Source: an optimization exercise on an open RTL-to-GDS flow (aim: small area). Production flows keep margins and buffers that such runs may drop. The flow treats the clock pin as an ideal source, which a real chip does not have.

Design iob_axil_macc, start of the top module:
module iob_axil_macc #(
   parameter DATA_W = 32
) (
   input                 clk_i,
   input                 cke_i,
   input                 arst_i,
   input  [       2-1:0] iob_csrs_axil_araddr_i,
   input                 iob_csrs_axil_arvalid_i,
   output                iob_csrs_axil_arready_o,
   output [  DATA_W-1:0] iob_csrs_axil_rdata_o,
   output [       2-1:0] iob_csrs_axil_rresp_o,
   output                iob_csrs_axil_rvalid_o,
   input                 iob_csrs_axil_rready_i,
   input  [       2-1:0] iob_csrs_axil_awaddr_i,
   input                 iob_csrs_axil_awvalid_i,
   output                iob_csrs_axil_awready_o,
   input  [  DATA_W-1:0] iob_csrs_axil_wdata_i,
   input  [DATA_W/8-1:0] iob_csrs_axil_wstrb_i,
   input                 iob_csrs_axil_wvalid_i,
   output                iob_csrs_axil_wready_o,
   output [       2-1:0] iob_csrs_axil_bresp_o,
   output                iob_csrs_axil_bvalid_o,
   input                 iob_csrs_axil_bready_i
);
   wire          arvalid = iob_csrs_axil_arvalid_i;
   wire          awvalid = iob_csrs_axil_awvalid_i;
   wire          wvalid = iob_csrs_axil_wvalid_i;
   wire [   3:0] wstrb = iob_csrs_axil_wstrb_i;
   wire [  31:0] wdata = iob_csrs_axil_wdata_i;
   reg           st;
   reg           rdy;
   reg           bvalid;
   reg           awready;
   reg  [   1:0] addr_q;   
   reg  [   1:0] ia;   
   wire          rvalid = st & ~rdy;
  ...
==> module macc_tree, before the edit <==
module macc_tree (
   input  [ 7:0] a,
   input  [ 7:0] b,
   input  [15:0] m,
   output [15:0] q
);
   wire n1, n2;
   macc_ha h0 ((a[0] & b[5]), (a[1] & b[4]), n1, n2);
   wire n3, n4;
   macc_fa u0 ((a[0] & b[6]), (a[1] & b[5]), (a[2] & b[4]), n3, n4);
   wire n5, n6;
   macc_ha h1 ((a[3] & b[3]), (a[4] & b[2]), n5, n6);
   wire n7, n8;
   macc_fa u1 ((a[0] & b[7]), (a[1] & b[6]), (a[2] & b[5]), n7, n8);
   wire n9, n10;
   macc_fa u2 ((a[3] & b[4]), (a[4] & b[3]), (a[5] & b[2]), n9, n10);
   wire n11, n12;
   macc_ha h2 ((a[6] & b[1]), (a[7] & b[0]), n11, n12);
   wire n13, n14;
   macc_fa u3 ((a[1] & b[7]), (a[2] & b[6]), (a[3] & b[5]), n13, n14);
   wire n15, n16;
   macc_fa u4 ((a[4] & b[4]), (a[5] & b[3]), (a[6] & b[2]), n15, n16);
   wire n17, n18;
   macc_ha h3 ((a[7] & b[1]), m[8], n17, n18);
   wire n19, n20;
   macc_fa u5 ((a[2] & b[7]), (a[3] & b[6]), (a[4] & b[5]), n19, n20);
   wire n21, n22;
   macc_fa u6 ((a[5] & b[4]), (a[6] & b[3]), (a[7] & b[2]), n21, n22);
   wire n23, n24;
   macc_fa u7 ((a[3] & b[7]), (a[4] & b[6]), (a[5] & b[5]), n23, n24);
   wire n25, n26;
   macc_ha h4 ((a[0] & b[3]), (a[1] & b[2]), n25, n26);
   wire n27, n28;
   macc_fa u8 ((a[0] & b[4]), (a[1] & b[3]), (a[2] & b[2]), n27, n28);
   wire n29, n30;
   macc_ha h5 ((a[3] & b[1]), (a[4] & b[0]), n29, n30);
   wire n31, n32;
   macc_fa u9 ((a[2] & b[3]), (a[3] & b[2]), (a[4] & b[1]), n31, n32);
   wire n33, n34;
   macc_fa u10 ((a[5] & b[0]), m[5], n1, n33, n34);
   wire n35, n36;
   macc_fa u11 ((a[5] & b[1]), (a[6] & b[0]), m[6], n35, n36);
   wire n37, n38;
   macc_fa u12 (n2, n5, n3, n37, n38);
   wire n39, n40;
   macc_fa u13 (m[7], n6, n11, n39, n40);
   wire n41, n42;
   macc_fa u14 (n4, n7, n9, n41, n42);
   wire n43, n44;
   macc_fa u15 (n12, n17, n10, n43, n44);
   wire n45, n46;
   macc_fa u16 (n8, n13, n15, n45, n46);
   wire n47, n48;
   macc_fa u17 (m[9], n18, n14, n47, n48);
   wire n49, n50;
   macc_fa u18 (n16, n19, n21, n49, n50);
   wire n51, n52;
   macc_fa u19 ((a[6] & b[4]), (a[7] & b[3]), m[10], n51, n52);
   wire n53, n54;
   macc_fa u20 (n20, n22, n23, n53, n54);
   wire n55, n56;
   macc_fa u21 ((a[4] & b[7]), (a[5] & b[6]), (a[6] & b[5]), n55, n56);
   wire n57, n58;
   macc_fa u22 ((a[7] & b[4]), m[11], n24, n57, n58);
   wire n59, n60;
   macc_fa u23 ((a[5] & b[7]), (a[6] & b[6]), (a[7] & b[5]), n59, n60);
   wire n61, n62;
   macc_ha h6 ((a[0] & b[2]), (a[1] & b[1]), n61, n62);
   wire n63, n64;
   macc_fa u24 ((a[2] & b[1]), (a[3] & b[0]), m[3], n63, n64);
   wire n65, n66;
   macc_fa u25 (m[4], n26, n29, n65, n66);
   wire n67, n68;
   macc_fa u26 (n30, n28, n31, n67, n68);
   wire n69, n70;
   macc_fa u27 (n32, n35, n34, n69, n70);
   wire n71, n72;
   macc_fa u28 (n36, n39, n38, n71, n72);
   wire n73, n74;
   macc_fa u29 (n40, n42, n43, n73, n74);
   wire n75, n76;
   macc_fa u30 (n44, n46, n47, n75, n76);
   wire n77, n78;
   macc_fa u31 (n51, n48, n50, n77, n78);
   wire n79, n80;
   macc_fa u32 (n52, n55, n54, n79, n80);
   wire n81, n82;
   macc_fa u33 (m[12], n56, n59, n81, n82);
   wire n83, n84;
   macc_fa u34 ((a[6] & b[7]), (a[7] & b[6]), m[13], n83, n84);
   wire n85, n86;
   macc_ha h7 ((a[0] & b[1]), (a[1] & b[0]), n85, n86);
   wire n87, n88;
   macc_fa u35 ((a[2] & b[0]), m[2], n61, n87, n88);
   wire n89, n90;
   macc_fa u36 (n62, n25, n63, n89, n90);
   wire n91, n92;
   macc_fa u37 (n64, n27, n65, n91, n92);
   wire n93, n94;
   macc_fa u38 (n66, n33, n67, n93, n94);
   wire n95, n96;
   macc_fa u39 (n68, n37, n69, n95, n96);
   wire n97, n98;
   macc_fa u40 (n41, n70, n71, n97, n98);
   wire n99, n100;
   macc_fa u41 (n45, n72, n73, n99, n100);
   wire n101, n102;
   macc_fa u42 (n49, n74, n75, n101, n102);
   wire n103, n104;
   macc_fa u43 (n53, n76, n77, n103, n104);
   wire n105, n106;
   macc_fa u44 (n57, n78, n79, n105, n106);
   wire n107, n108;
   macc_fa u45 (n58, n81, n80, n107, n108);
   wire n109, n110;
   macc_fa u46 (n60, n83, n82, n109, n110);
   wire n111, n112;
   macc_fa u47 ((a[7] & b[7]), m[14], n84, n111, n112);
   wire n113, n114;
   macc_ha h8 ((a[0] & b[0]), m[0], n113, n114);
   wire n115, n116;
   macc_fa u48 (m[1], n85, n114, n115, n116);
   wire n117, n118;
   macc_fa u49 (n86, n87, n116, n117, n118);
   wire n119, n120;
   macc_fa u50 (n88, n89, n118, n119, n120);
   wire n121, n122;
   macc_fa u51 (n90, n91, n120, n121, n122);
   wire n123, n124;
   macc_fa u52 (n92, n93, n122, n123, n124);
   wire n125, n126;
   macc_fa u53 (n94, n95, n124, n125, n126);
   wire [8:0] r0 = {m[15], n110, n108, n106, n104, n102, n100, n98, n96};
   wire [8:0] r1 = {n112, n111, n109, n107, n105, n103, n101, n99, n97};
   wire [8:0] rs = r0 + r1 + n126;
   assign q = {rs[8], rs[7], rs[6], rs[5], rs[4], rs[3], rs[2], rs[1], rs[0], n125, n123, n121, n119, n117, n115, n113};
endmodule
export LEC_CHECK = 0
export CAP_MARGIN = 20
export CORE_MARGIN = 2
export CORE_UTILIZATION = 40
export SLEW_MARGIN = 20
export SYNTH_HIERARCHICAL = 1
export SYNTH_MINIMUM_KEEP_SIZE = 0
create_clock -name core_clock -period 5.0 [get_ports {clk_i}]
standard.sh (not shown) runs the stock make flow with config.mk's settings and CLKGATE_MAP_FILE= SYNTH_SCRIPT=/design/flow/synth_recipe.tcl, a recipe that flattens the netlist after the stock synthesis.
==> flow/flow/run.sh <==
#!/bin/bash
# The standard layout (standard.sh), with three changes to how the
# layout is made:
#  - after floorplanning, every combinational cell from synthesis is swapped
#    to the smallest cell of its kind (flow/downsize.tcl); the later repair
#    steps size cells up again where timing, slew or load need it;
#  - the port buffers are buf_1 cells;
#  - the clock tree uses clkbuf_8 and no dummy loads.
# Each step's full output goes to its own log file in this folder.
set -euo pipefail
ODB="$PWD/orfs/results/sky130hd/iob_axil_macc/base/2_floorplan.odb"
ARGS=(
  "BUFFER_PORTS_ARGS=-buffer_cell sky130_fd_sc_hd__buf_1"
  "CTS_ARGS=-sink_clustering_enable -repair_clock_nets -dont_use_dummy_load -buf_list sky130_fd_sc_hd__clkbuf_8 -sink_clustering_size 30"
)
bash standard.sh "${ARGS[@]}" floorplan > standard_floorplan.log 2>&1
DS_ODB="$ODB" openroad -no_init -exit flow/downsize.tcl > downsize.log 2>&1
bash standard.sh "${ARGS[@]}" finish > standard_finish.log 2>&1
==> flow/flow/downsize.tcl <==
# Swap every combinational cell of the synthesized netlist to the smallest
# cell of the same kind (same base name and pins), before placement.  The
# flow's own repair steps then size up only what timing, slew or load need.
read_db $::env(DS_ODB)
set db [ord::get_db]
set block [ord::get_db_block]
set masters {}
foreach lib [$db getLibs] {
  foreach m [$lib getMasters] { dict set masters [$m getName] $m }
}
proc pins_of {m} {
  set p {}
  foreach t [$m getMTerms] { lappend p [$t getName] }
  return [lsort $p]
}
set swapped 0
set saved 0
foreach inst [$block getInsts] {
  set m [$inst getMaster]
  set name [$m getName]
  if {![regexp {^sky130_fd_sc_hd__([a-z0-9]+)_([0-9]+)$} $name -> base size]} { continue }
  if {[regexp {^(df|edf|sdf|dl|clk|conb|tap|fill|decap|lpflow|probe|diode|ebuf|einv)} $base]} { continue }
  set best $m
  set area [expr {[$m getWidth] * [$m getHeight]}]
  dict for {cn cm} $masters {
    if {![regexp "^sky130_fd_sc_hd__${base}_\[0-9\]+\$" $cn]} { continue }
    set a [expr {[$cm getWidth] * [$cm getHeight]}]
    if {$a < $area && [pins_of $cm] eq [pins_of $m]} { set best $cm; set area $a }
  }
  if {$best ne $m} {
    set saved [expr {$saved + [$m getWidth] * [$m getHeight] - $area}]
    $inst swapMaster $best
    incr swapped
  }
}
puts "downsize: swapped $swapped cells, saved [expr {$saved / 1.0e6}] um2"
write_db $::env(DS_ODB)
Next try:
--- a/flow/design.v
+++ b/flow/design.v
@@ -835,10 +835,8 @@
    wire n123, n124;
    macc_fa u52 (n92, n93, n122, n123, n124);
-   wire n125, n126;
-   macc_fa u53 (n94, n95, n124, n125, n126);
-   wire [8:0] r0 = {m[15], n110, n108, n106, n104, n102, n100, n98, n96};
-   wire [8:0] r1 = {n112, n111, n109, n107, n105, n103, n101, n99, n97};
-   wire [8:0] rs = r0 + r1 + n126;
-   assign q = {rs[8], rs[7], rs[6], rs[5], rs[4], rs[3], rs[2], rs[1], rs[0], n125, n123, n121, n119, n117, n115, n113};
+   wire [9:0] r0 = {m[15], n110, n108, n106, n104, n102, n100, n98, n96, n94};
+   wire [9:0] r1 = {n112, n111, n109, n107, n105, n103, n101, n99, n97, n95};
+   wire [9:0] rs = r0 + r1 + n124;
+   assign q = {rs[9], rs[8], rs[7], rs[6], rs[5], rs[4], rs[3], rs[2], rs[1], rs[0], n123, n121, n119, n117, n115, n113};
 endmodule
 module macc_fa (
=>
- die area climbs slightly
- cell area fell slightly
- maximum frequency grows by a few percent
- area after synthesis rose slightly
- wire length increases by a few percent
- critical path depth goes up by 1
- first-iteration DRC count increases by well over a third
- setup slack gets better by 0.11 ns
- via count increases by a few percent
- synthesized cell count came out higher by a few percent
- core utilization decreases by 0.79 points
- hold slack is better by 0.014 ns
No functional check of the RTL was part of any run of this note.


RTL: one of the versions met above, not the one the previous note started from.
Size: ~400 cells after synthesis, about 82 flip-flops, roughly 0.0054 sq mm of cells after synthesis.
Settings: LEC_CHECK=0, CAP_MARGIN=20, CORE_MARGIN=2, CORE_UTILIZATION=40, SLEW_MARGIN=20, SYNTH_HIERARCHICAL=1, SYNTH_MINIMUM_KEEP_SIZE=0; clock period 5.0 ns.
==> flow/flow/run.sh <==
#!/bin/bash
# The standard layout (standard.sh), with four changes to how the
# layout is made:
#  - after floorplanning, every combinational cell from synthesis is swapped
#    to the smallest cell of its kind (flow/downsize.tcl); the later repair
#    steps size cells up again where timing, slew or load need it;
#  - the port buffers are buf_1 cells;
#  - the clock tree uses clkbuf_8 and no dummy loads;
#  - after clock tree synthesis, clock buffers are swapped to smaller ones
#    while every flip-flop clock pin keeps a slew under 110 ps
#    (flow/clkdown.tcl).
# Each step's full output goes to its own log file in this folder.
set -euo pipefail
RES="$PWD/orfs/results/sky130hd/iob_axil_macc/base"
ARGS=(
  "BUFFER_PORTS_ARGS=-buffer_cell sky130_fd_sc_hd__buf_1"
  "CTS_ARGS=-sink_clustering_enable -repair_clock_nets -dont_use_dummy_load -buf_list sky130_fd_sc_hd__clkbuf_8 -sink_clustering_size 30"
)
bash standard.sh "${ARGS[@]}" floorplan > standard_floorplan.log 2>&1
DS_ODB="$RES/2_floorplan.odb" openroad -no_init -exit flow/downsize.tcl > downsize.log 2>&1
bash standard.sh "${ARGS[@]}" cts > standard_cts.log 2>&1
PLATFORM_DIR="$FLOW_HOME/platforms/sky130hd" CD_ODB="$RES/4_cts.odb" CD_SDC="$RES/4_cts.sdc" \
  CLK_SLEW_TARGET=0.110 openroad -no_init -exit flow/clkdown.tcl > clkdown.log 2>&1
bash standard.sh "${ARGS[@]}" finish > standard_finish.log 2>&1
Scripts as last shown in full above: flow/flow/downsize.tcl
Other scripts of this flow, unchanged in this note and not shown: flow/flow/clkdown.tcl
The baseline completed without violations.
Then changed:
--- a/flow/design.v
+++ b/flow/design.v
@@ -627,96 +627,96 @@
          b    <= 8'd0;
       end else begin
          en   <= en_d;
          load <= load_d;
          a    <= a_d;
          b    <= b_d;
       end
    end
    reg           en_int;
    reg  [   2:0] dn;
    reg           done_int;
-   reg  [  15:0] acc;   
+   reg  [  15:0] accn;   
    reg           az;
    reg           cz;
    reg  [   7:0] a_s;
    reg  [   7:0] b_s;
-   wire [  15:0] acc_sum;
+   wire [  15:0] acc_sumn;
    wire          enp = en & ~en_int;
    macc_tree macc (
-      .a(a_s),
-      .b(b_s),
-      .m(acc & {16{~(load | az)}}),
-      .q(acc_sum)
+      .a (a_s),
+      .b (b_s),
+      .m (~(accn | {16{load | az}})),
+      .qn(acc_sumn)
    );
    always @(posedge clk_i, negedge arst_i) begin
       if (!arst_i) begin
          en_int   <= 1'b0;
          dn       <= 3'd0;
          done_int <= 1'b0;
          az       <= 1'b1;
          cz       <= 1'b1;
       end else begin
          if (cke_i) begin
             en_int   <= en;
             dn       <= {dn[1:0], enp};
             done_int <= ~enp & (dn[2] | done_int);
             if (dn[2]) az <= 1'b0;
             cz <= az;
          end
       end
    end
    always @(posedge clk_i) begin
-      if (cke_i & dn[2]) acc <= acc_sum;
+      if (cke_i & dn[2]) accn <= acc_sumn;
    end
    always @(posedge clk_i) begin
       if (cke_i & dn[0]) begin
          a_s <= a;
          b_s <= b;
       end
    end
-   reg  [  15:0] cq;
+   reg  [  15:0] cqn;
    reg           dq;
    always @(posedge clk_i) begin
       if (cke_i) begin
-         cq <= acc;
+         cqn <= accn;
          dq <= done_int;
       end
    end
    wire ia0 = (ia == 2'd0);
    wire ia1 = (ia == 2'd1);
    wire ia2 = (ia == 2'd2);
-   assign iob_csrs_axil_rdata_o   = {cq & {16{ia1 & ~cz}}, 7'd0, dq & ia0, ia2, 6'd0, ia2};
+   assign iob_csrs_axil_rdata_o   = {~(cqn | {16{~ia1 | cz}}), 7'd0, dq & ia0, ia2, 6'd0, ia2};
    assign iob_csrs_axil_rresp_o   = 2'b0;
    assign iob_csrs_axil_rvalid_o  = rvalid;
    assign iob_csrs_axil_arready_o = rdy;
    assign iob_csrs_axil_wready_o  = rdy;
    assign iob_csrs_axil_awready_o = awready;
    assign iob_csrs_axil_bresp_o   = 2'b0;
    assign iob_csrs_axil_bvalid_o  = bvalid;
 endmodule
 module macc_mux #(
    parameter W = 1
 ) (
    input          s,
    input  [W-1:0] d0,
    input  [W-1:0] d1,
    output [W-1:0] y
 );
    assign y = s ? d1 : d0;
 endmodule
 module macc_tree (
    input  [ 7:0] a,
    input  [ 7:0] b,
    input  [15:0] m,
-   output [15:0] q
+   output [15:0] qn
 );
    wire n1, n2;
    macc_ha h0 ((a[0] & b[5]), (a[1] & b[4]), n1, n2);
    wire n3, n4;
    macc_fa u0 ((a[0] & b[6]), (a[1] & b[5]), (a[2] & b[4]), n3, n4);
    wire n5, n6;
    macc_ha h1 ((a[3] & b[3]), (a[4] & b[2]), n5, n6);
    wire n7, n8;
    macc_fa u1 ((a[0] & b[7]), (a[1] & b[6]), (a[2] & b[5]), n7, n8);
    wire n9, n10;
    macc_fa u2 ((a[3] & b[4]), (a[4] & b[3]), (a[5] & b[2]), n9, n10);
@@ -829,23 +829,23 @@
    wire n117, n118;
    macc_fa u49 (n86, n87, n116, n117, n118);
    wire n119, n120;
    macc_fa u50 (n88, n89, n118, n119, n120);
    wire n121, n122;
    macc_fa u51 (n90, n91, n120, n121, n122);
    wire n123, n124;
    macc_fa u52 (n92, n93, n122, n123, n124);
    wire [9:0] r0 = {m[15], n110, n108, n106, n104, n102, n100, n98, n96, n94};
    wire [9:0] r1 = {n112, n111, n109, n107, n105, n103, n101, n99, n97, n95};
    wire [9:0] rs = r0 + r1 + n124;
-   assign q = {rs[9], rs[8], rs[7], rs[6], rs[5], rs[4], rs[3], rs[2], rs[1], rs[0], n123, n121, n119, n117, n115, n113};
+   assign qn = {~rs[9], ~rs[8], ~rs[7], ~rs[6], ~rs[5], ~rs[4], ~rs[3], ~rs[2], ~rs[1], ~rs[0], ~n123, ~n121, ~n119, ~n117, ~n115, ~n113};
 endmodule
 module macc_fa (
    input  x,
    input  y,
    input  z,
    output s,
    output c
 );
    assign s = x ^ y ^ z;
    assign c = (x & y) | (x & z) | (y & z);
 endmodule
Result: The new run went through all stages and came out clean; utilization grows by 0.66 points; clock skew decreases by 0.012 ns; routed wire length rises by 7.2%; via count goes up by 2.9%; clock-buffer cell count does not change; sequential share of layout area decreases by 0.29 points; worst hold slack gets better by 0.025 ns; fmax fell by 3.9%; setup slack gets worse by 0.19 ns; synthesized cell count drops by 1.2%.
No functional check of the RTL was part of any run of this note.

[afterwards: timing with drivers on the ports]
How much do the figures lean on ideal ports? The routed layouts below were timed once more, with nothing changed but the port constraints.
Step 1: set_driving_cell puts a clkbuf_16 on clk_i and a buf_2 on each other input, an assumption about the parent block.
Step 2 moves the port delays by t, midway between the first and last clock arrival at a register: inputs arrive t later, outputs are due t later. That takes back most of the time a late clock gives input paths.
a / b / c = no drivers / after step 1 / after step 2; a / b = the first two.
| run | t, ns | slack for setup (ns) | worst setup path at the end | latest minus earliest clock arrival (ns) |
|---|---|---|---|---|
| the first run of note 1 | 0.377 | 0.180 / 0.180 / 0.180 | register to register | 0.025 / 0.025 |
| the second run of note 1 | 0.373 | 0.294 / 0.294 / 0.294 | register to register | 0.020 / 0.020 |
| the first run of note 2 | 0.553 | 0.315 / 0.315 / 0.315 | register to register | 0.034 / 0.034 |
| the second run of note 2 | 0.557 | 0.123 / 0.123 / 0.123 | register to register | 0.023 / 0.023 |
After both steps setup and hold are still met in every run listed.
